From an optimization exercise on the open Yosys and OpenROAD flow, aimed at small area; shortcuts taken in it are not production practice.
Function was checked by simulation only, so behaviour that the tests miss may differ from the original.
Power and IR drop assume default switching activity.

==> branch maple <==
// atari_core
module atari_core (
  input         clk,
  input         rst,           
  input  [6:0]  btn,
  input  [3:0]  sw,
  input  [7:0]  pot,
  input         pal,
  input  [2:0]  rom_size,
  input         e0_detect,
  input         fe_detect,
  output [14:0] rom_addr,
  input  [7:0]  rom_data,
  output [15:0] cpu_addr,
  output [7:0]  cpu_dout,
  output        cpu_rw,
  output [6:0]  vid_out,
  output [15:0] vid_addr,
  output        vid_wr,
  output [3:0]  audio_l,
  output [3:0]  audio_r
);
clock: 12.0 ns
lec_check: 0
cap_margin: 20
core_margin: 2
core_utilization: 50
place_density: 0.75
slew_margin: 20
standard.sh (not shown) runs the stock make flow with config.mk's settings and CLKGATE_MAP_FILE= SYNTH_SCRIPT=/design/flow/synth_recipe.tcl, a recipe that flattens the netlist after the stock synthesis.
==> flow/flow/run.sh <==
#!/bin/bash
# Layout flow: the standard flow (standard.sh) with two changes.
# 1. Synthesis maps the combinational logic with an area-oriented ABC script
#    (flow/abc_speed.script, delay relaxed, no buffering or upsizing) in place
#    of ORFS's delay-oriented one; the clock period leaves ample slack. The
#    rest of synthesis, and so every register it infers, is the standard one.
# 2. Clock tree synthesis clusters up to 25 sinks within 100 um per
#    clkbuf_16 leaf buffer and inserts no dummy loads.
# Each tool's output goes to ORFS's logs under orfs/logs; make's to
# standard_flow.log here.
set -euo pipefail
here=$(pwd)
rm -rf "$here/orfs_scripts"
cp -r "$FLOW_HOME/scripts" "$here/orfs_scripts"
cp "$here/flow/abc_speed.script" "$here/orfs_scripts/abc_speed.script"
export SCRIPTS_DIR="$here/orfs_scripts"
export CTS_ARGS="-sink_clustering_enable -repair_clock_nets -dont_use_dummy_load -sink_clustering_size 25 -sink_clustering_max_diameter 100 -buf_list sky130_fd_sc_hd__clkbuf_16"
bash standard.sh > "$here/standard_flow.log" 2>&1
==> flow/flow/abc_speed.script <==
&get -n
&st
&syn3
&synch2
&dch -f
&nf -R 1000 -p -E 100 -F 8 -A 4 -C 32
&put
topo
dnsize -c
==> inputs of branch fjord, as changes to branch maple <==
--- a/flow/design.v
+++ b/flow/design.v
@@ -944,13 +944,12 @@
 ) (
   input                           clk_i,
   input                           rst_i,
   input                           enable_i,
   input                           cpu_enable_i,
   input                           cpu_tick_i,
-  input [3:0]                     cc_i,           
   input                           stb_i,
   input                           we_i,
   input [ADDR_WIDTH-1:0]          adr_i,
   input [DATA_WIDTH-1:0]          dat_i,
   output reg [DATA_WIDTH-1:0]     dat_o,
   input [6:0]                     buttons,
@@ -1048,16 +1047,14 @@
         4'd14:                m = 12'd3534;   
         default:              m = 12'd38;
       endcase
       audio_div = m * ({1'b0, f} + 6'd1);
     end
   endfunction
-  wire        div_right = cc_i == 4'd8;
-  wire [15:0] audio_div_x = audio_div(div_right ? audc1 : audc0, div_right ? audf1 : audf0);
-  wire        cmp_phase = cc_i == 4'd1 || cc_i == 4'd9;
-  reg         ena_l_q, ena_r_q, ge_l_q;
+  wire [15:0] audio_div0 = audio_div(audc0, audf0);
+  wire [15:0] audio_div1 = audio_div(audc1, audf1);
   reg [15:0] audio_left_counter, audio_right_counter;
   always @(posedge clk_i) begin
       if (rst_i) dat_o <= 0;
       else if (cpu_tick_i && valid_read_cmd) begin
         dat_o <= 0;
         case (adr_i[3:0])
@@ -1261,27 +1258,14 @@
          ypos <= 0;
       end
     end
   end
   reg audio_l, audio_r;
   wire p4_l, p5_l, p9_l, p4_r, p5_r, p9_r;
-  wire ena_l = cmp_phase ? audio_left_counter == audio_div_x : ena_l_q;
-  wire ena_r = cmp_phase ? audio_right_counter == audio_div_x : ena_r_q;
-  wire ge_l  = cc_i == 4'd1 ? audio_left_counter >= audio_div_x : ge_l_q;
-  wire ge_r  = audio_right_counter >= audio_div_x;
-  always @(posedge clk_i) begin
-    if (rst_i) begin
-      ena_l_q <= 0;
-      ena_r_q <= 0;
-      ge_l_q <= 0;
-    end else begin
-      ena_l_q <= ena_l;
-      ena_r_q <= ena_r;
-      ge_l_q <= ge_l;
-    end
-  end
+  wire ena_l = audio_left_counter == audio_div0;
+  wire ena_r = audio_right_counter == audio_div0;
   poly4 poly4_l (.clk(clk_i), .ena(ena_l), .reset(rst_i), .q(p4_l));
   poly5 poly5_l (.clk(clk_i), .ena(ena_l), .reset(rst_i), .q(p5_l));
   poly9 poly9_l (.clk(clk_i), .ena(ena_l), .reset(rst_i), .q(p9_l));
   poly4 poly4_r (.clk(clk_i), .ena(ena_r), .reset(rst_i), .q(p4_r));
   poly5 poly5_r (.clk(clk_i), .ena(ena_r), .reset(rst_i), .q(p5_r));
   poly9 poly9_r (.clk(clk_i), .ena(ena_r), .reset(rst_i), .q(p9_r));
@@ -1292,22 +1276,22 @@
     audio_l <= 0;
     audio_r <= 0;
    end else if (cpu_tick_i) begin
     audio_left_counter <= audio_left_counter + 1;
     audio_right_counter <= audio_right_counter + 1;
     if (audc0 != 4'h0 && audc0 != 4'hb) begin
-      if (ge_l) begin
+      if (audio_left_counter >= audio_div0) begin
         if (audc0 == 1) audio_l <= p4_l;
         else if (audc0 == 8) audio_l <= p9_l;
         else if (audc0 == 9 || audc0 == 7) audio_l <= p5_l;
         else audio_l <= !audio_l;
         audio_left_counter <= 0;
       end
     end else audio_l <= 1;
     if (audc1 != 4'h0 && audc1 != 4'hb) begin
-      if (ge_r) begin
+      if (audio_right_counter >= audio_div1) begin
         if (audc1 == 1) audio_r <= p4_r;
         else if (audc1 == 8) audio_r <= p9_r;
         else if (audc1 == 9 || audc1 == 7) audio_r <= p5_r;
         else audio_r <= !audio_r;
         audio_right_counter <= 0;
       end
@@ -1613,13 +1597,12 @@
     .audio_left(audio_l),
     .audio_right(audio_r),
     .stall_cpu(stall_cpu),
     .enable_i(tia_enable),
     .cpu_enable_i(cpu_enable),
     .cpu_tick_i(cpu_tick),
-    .cc_i(clk_counter),
     .vid_out(vid_out),
     .vid_addr(vid_addr),
     .vid_wr(vid_wr),
     .pal(pal)
   );
   pia pia (
==> flow/run.sh (new file) <==
#!/bin/bash
# synth_recipe.tcl (not shown) runs the flow's synth.tcl, then flattens the netlist and writes it again
# the make line also repeats each setting of config.mk as NAME=value (left out here)
make -C /OpenROAD-flow-scripts/flow DESIGN_CONFIG=/design/flow/config.mk WORK_HOME=/design/flow/orfs CLKGATE_MAP_FILE= SYNTH_SCRIPT=/design/flow/synth_recipe.tcl finish
==> flow/config.mk (replaced) <==
export PLATFORM = sky130hd
export DESIGN_NAME = atari_core
export DESIGN_NICKNAME = atari_core
export VERILOG_FILES = /design/flow/design.v
export SDC_FILE = /design/flow/constraint.sdc
export NUM_CORES = 4
export LEC_CHECK = 0
export CAP_MARGIN = 20
export CORE_MARGIN = 2
export CORE_UTILIZATION = 40
export SLEW_MARGIN = 20
removed: flow/flow/run.sh
removed: flow/flow/abc_speed.script
removed: flow/standard.sh
==> inputs of branch raven, as changes to branch maple <==
--- a/flow/design.v
+++ b/flow/design.v
@@ -1032,33 +1032,52 @@
   wire p0_bit = player_bit(xpos, x_p0, p0_sz, refp0, vdelp0 ? old_grp0 : grp0);
   wire p1_bit = player_bit(xpos, x_p1, p1_sz, refp1, vdelp1 ? old_grp1 : grp1);
   wire bl_bit = enabl && object_bit(xpos, x_bl, ball_w);
   wire m0_bit = enam0 && object_bit(xpos, x_m0, m0_w);
   wire m1_bit = enam1 && object_bit(xpos, x_m1, m1_w);
   wire [6:0] pf_color = scorepf ? colup0 : colupf;
-  function [15:0] audio_div;
+  function [11:0] audio_div;
     input [3:0] c;
     input [4:0] f;
-    reg  [11:0] m;
+    reg   [6:0] k;
+    reg  [11:0] x;
     begin
       case (c)
-        4'd2:                 m = 12'd570;    
-        4'd4, 4'd5:           m = 12'd76;     
-        4'd6, 4'd10:          m = 12'd1178;   
-        4'd12, 4'd13, 4'd15:  m = 12'd228;    
-        4'd14:                m = 12'd3534;   
-        default:              m = 12'd38;
+        4'd2:                 k = 7'd15;
+        4'd4, 4'd5:           k = 7'd2;
+        4'd6, 4'd10:          k = 7'd31;
+        4'd12, 4'd13, 4'd15:  k = 7'd6;
+        4'd14:                k = 7'd93;
+        default:              k = 7'd1;
       endcase
-      audio_div = m * ({1'b0, f} + 6'd1);
+      x = k * ({1'b0, f} + 6'd1);
+      if (x >= 12'd1725) audio_div = {1'b1, x[10:0] - 11'd1725};
+      else audio_div = {1'b0, x[10:0]};
+    end
+  endfunction
+  function [16:0] audio_inc;
+    input [10:0] a;
+    input [5:0]  b;
+    begin
+      if (a == 11'd1724 && b == 6'd23) audio_inc = 17'd0;
+      else if (b == 6'd37) audio_inc = {a + 11'd1, 6'd0};
+      else audio_inc = {a, b + 6'd1};
     end
   endfunction
   wire        div_right = cc_i == 4'd8;
-  wire [15:0] audio_div_x = audio_div(div_right ? audc1 : audc0, div_right ? audf1 : audf0);
+  wire [11:0] audio_div_x = audio_div(div_right ? audc1 : audc0, div_right ? audf1 : audf0);
   wire        cmp_phase = cc_i == 4'd1 || cc_i == 4'd9;
   reg         ena_l_q, ena_r_q, ge_l_q;
-  reg [15:0] audio_left_counter, audio_right_counter;
+  reg [10:0] al_a, ar_a;
+  reg [5:0]  al_b, ar_b;
+  wire al_aeq = al_a == audio_div_x[10:0];
+  wire ar_aeq = ar_a == audio_div_x[10:0];
+  wire al_eq  = al_aeq && al_b == (audio_div_x[11] ? 6'd14 : 6'd0);
+  wire ar_eq  = ar_aeq && ar_b == (audio_div_x[11] ? 6'd14 : 6'd0);
+  wire al_ge  = al_a > audio_div_x[10:0] || (al_aeq && (!audio_div_x[11] || al_b >= 6'd14));
+  wire ar_ge  = ar_a > audio_div_x[10:0] || (ar_aeq && (!audio_div_x[11] || ar_b >= 6'd14));
   always @(posedge clk_i) begin
       if (rst_i) dat_o <= 0;
       else if (cpu_tick_i && valid_read_cmd) begin
         dat_o <= 0;
         case (adr_i[3:0])
           'h0: dat_o[7:6] <= cx[14:13];            
@@ -1261,16 +1280,16 @@
          ypos <= 0;
       end
     end
   end
   reg audio_l, audio_r;
   wire p4_l, p5_l, p9_l, p4_r, p5_r, p9_r;
-  wire ena_l = cmp_phase ? audio_left_counter == audio_div_x : ena_l_q;
-  wire ena_r = cmp_phase ? audio_right_counter == audio_div_x : ena_r_q;
-  wire ge_l  = cc_i == 4'd1 ? audio_left_counter >= audio_div_x : ge_l_q;
-  wire ge_r  = audio_right_counter >= audio_div_x;
+  wire ena_l = cmp_phase ? al_eq : ena_l_q;
+  wire ena_r = cmp_phase ? ar_eq : ena_r_q;
+  wire ge_l  = cc_i == 4'd1 ? al_ge : ge_l_q;
+  wire ge_r  = ar_ge;
   always @(posedge clk_i) begin
     if (rst_i) begin
       ena_l_q <= 0;
       ena_r_q <= 0;
       ge_l_q <= 0;
     end else begin
@@ -1284,35 +1303,35 @@
   poly9 poly9_l (.clk(clk_i), .ena(ena_l), .reset(rst_i), .q(p9_l));
   poly4 poly4_r (.clk(clk_i), .ena(ena_r), .reset(rst_i), .q(p4_r));
   poly5 poly5_r (.clk(clk_i), .ena(ena_r), .reset(rst_i), .q(p5_r));
   poly9 poly9_r (.clk(clk_i), .ena(ena_r), .reset(rst_i), .q(p9_r));
   always @(posedge clk_i) begin
    if (rst_i) begin
-    audio_left_counter <= 0;
-    audio_right_counter <= 0;
+    {al_a, al_b} <= 0;
+    {ar_a, ar_b} <= 0;
     audio_l <= 0;
     audio_r <= 0;
    end else if (cpu_tick_i) begin
-    audio_left_counter <= audio_left_counter + 1;
-    audio_right_counter <= audio_right_counter + 1;
+    {al_a, al_b} <= audio_inc(al_a, al_b);
+    {ar_a, ar_b} <= audio_inc(ar_a, ar_b);
     if (audc0 != 4'h0 && audc0 != 4'hb) begin
       if (ge_l) begin
         if (audc0 == 1) audio_l <= p4_l;
         else if (audc0 == 8) audio_l <= p9_l;
         else if (audc0 == 9 || audc0 == 7) audio_l <= p5_l;
         else audio_l <= !audio_l;
-        audio_left_counter <= 0;
+        {al_a, al_b} <= 0;
       end
     end else audio_l <= 1;
     if (audc1 != 4'h0 && audc1 != 4'hb) begin
       if (ge_r) begin
         if (audc1 == 1) audio_r <= p4_r;
         else if (audc1 == 8) audio_r <= p9_r;
         else if (audc1 == 9 || audc1 == 7) audio_r <= p5_r;
         else audio_r <= !audio_r;
-        audio_right_counter <= 0;
+        {ar_a, ar_b} <= 0;
       end
     end else audio_r <= 1;
    end
   end
   assign audio_left = audio_l ? audv0 : 4'd0;
   assign audio_right = audio_r ? audv1 : 4'd0;
==> inputs of branch delta, as changes to branch maple <==
==> flow/run.sh (new file) <==
#!/bin/bash
# synth_recipe.tcl (not shown) runs the flow's synth.tcl, then flattens the netlist and writes it again
# the make line also repeats each setting of config.mk as NAME=value (left out here)
make -C /OpenROAD-flow-scripts/flow DESIGN_CONFIG=/design/flow/config.mk WORK_HOME=/design/flow/orfs CLKGATE_MAP_FILE= SYNTH_SCRIPT=/design/flow/synth_recipe.tcl finish
--- a/flow/config.mk
+++ b/flow/config.mk
@@ -5,8 +5,10 @@
 export SDC_FILE = /design/flow/constraint.sdc
 export NUM_CORES = 4
 export LEC_CHECK = 0
 export CAP_MARGIN = 20
 export CORE_MARGIN = 2
 export CORE_UTILIZATION = 50
-export PLACE_DENSITY = 0.75
+export CTS_BUF_LIST = sky130_fd_sc_hd__clkbuf_16
+export CTS_CLUSTER_DIAMETER = 100
+export CTS_CLUSTER_SIZE = 25
 export SLEW_MARGIN = 20
removed: flow/flow/run.sh
removed: flow/flow/abc_speed.script
removed: flow/standard.sh
==> run summary <==
The highest power belongs to branch fjord, the lowest to branch maple.
The lowest sequential share of layout area belongs to branch fjord, the highest to branch raven.
In sequential cell count, branch delta and branch maple do not differ.
Clock skew, lowest first: branch raven, branch delta, branch maple, branch fjord.
Against branch fjord, the sequential power of branch raven is lower by about 0.5%.
Non-clock buffer count, highest first: branch delta, branch fjord, branch maple, branch raven.
The lowest routed wire length belongs to branch maple, the highest to branch fjord.
The lowest first-iteration DRC count belongs to branch fjord, the highest to branch delta.
Between branch fjord and branch delta, the lower cell count is in branch delta (gap about 10%, measured against branch delta).
Worst hold slack, highest first: branch raven, branch delta, branch fjord, branch maple.
==> figures <==
| item | branch fjord | branch raven | branch maple | branch delta |
|---|---|---|---|---|
| Outcome | no timing/DRC/antenna violations | no timing/DRC/antenna violations | no timing/DRC/antenna violations | no timing/DRC/antenna violations |
| Fraction of post-synthesis cell area in the top cell type by area | 0.333 | 0.362 | 0.361 | 0.341 |
| Via count of the first global-routing pass | 65800 | 59500 | 59000 | 63200 |
| Top routing layer in use | met5 | met4 | met5 | met5 |
| Sequential cell area fraction in the yosys report | 0.591 | 0.638 | 0.636 | 0.602 |
| Slowest Stage Delay on Critical Path | 0.68 ns | 0.55 ns | 0.69 ns | 0.68 ns |
| Clock transition at the registers of the reported paths | 0.06 ns | 0.09 ns | 0.10 ns | 0.09 ns |
| Share of the cycle needed by the critical path after routing | 0.744 | 0.789 | 0.776 | 0.749 |
| CTS buffer count | 225 | 99 | 99 | 100 |
| Area of placed instances | 97300 sq um | 89800 sq um | 89900 sq um | 94500 sq um |
| GRT met2 Usage | 0.425 | 0.434 | 0.425 | 0.532 |
| Level count of the clock H-tree | 4 | 3 | 3 | 3 |
| Multi-input logic cell count | 5286 | 4801 | 4780 | 5188 |
| Length in cells of the worst reg-to-reg path | 25 | 37 | 34 | 28 |
| Critical Path Most Common Cell | sky130_fd_sc_hd__a21oi_1 | - | sky130_fd_sc_hd__ha_1 | sky130_fd_sc_hd__a21oi_1 |
| Critical-path top delay cell | sky130_fd_sc_hd__clkdlybuf4s50_1 | sky130_fd_sc_hd__fa_1 | sky130_fd_sc_hd__xor2_1 | sky130_fd_sc_hd__clkdlybuf4s50_1 |
| Share of cell area taken by multi-input logic gates | 0.330 | 0.321 | 0.321 | 0.340 |
| Combinational logic power | 662 uW | 648 uW | 568 uW | 670 uW |
| Antenna diode count | 11 | 2 | 6 | 4 |
| Capturing point of the worst reg2reg path | tia_ram.audio_left_counter[3]$_SDFFE_PP0P_ | tia_ram.al_a[4]$_SDFFE_PP0N_ | tia_ram.audio_left_counter[7]$_SDFFE_PP0N_ | tia_ram.audio_left_counter[13]$_SDFFE_PP0N_ |
| Worst endpoint data arrival time | 6.52 ns | 10.07 ns | 9.87 ns | 6.59 ns |

-- separate check: timing with driven ports --
How much do the figures lean on ideal ports? The routed layouts below were timed once more, with nothing changed but the port constraints. Step 1 assumes that a clkbuf_16 drives the clock port and a buf_2 every other input. Step 2, shift: input delay + t, output delay - t, t = (earliest + latest rising clock arrival at the registers) / 2. This alone moves slack from input paths to output paths. Slacks: ideal ports / drivers / drivers and shift; pairs: ideal ports / drivers.
| run | shift t [ns] | setup slack, ns | worst setup path at the end |
|---|---|---|---|
| branch maple | 0.820 | 2.685 / 2.685 / 2.685 | register to register |
| branch fjord | 0.960 | 3.077 / 3.056 / 3.056 | input to output |
| branch raven | 0.824 | 2.529 / 2.529 / 2.529 | register to register |
| branch delta | 0.892 | 3.008 / 2.984 / 2.984 | input to output |
After both steps every run listed still meets setup and hold. For branch delta, which loses most, drivers alone change the setup slack by -0.024 ns; drivers and shift together by -0.024 ns.
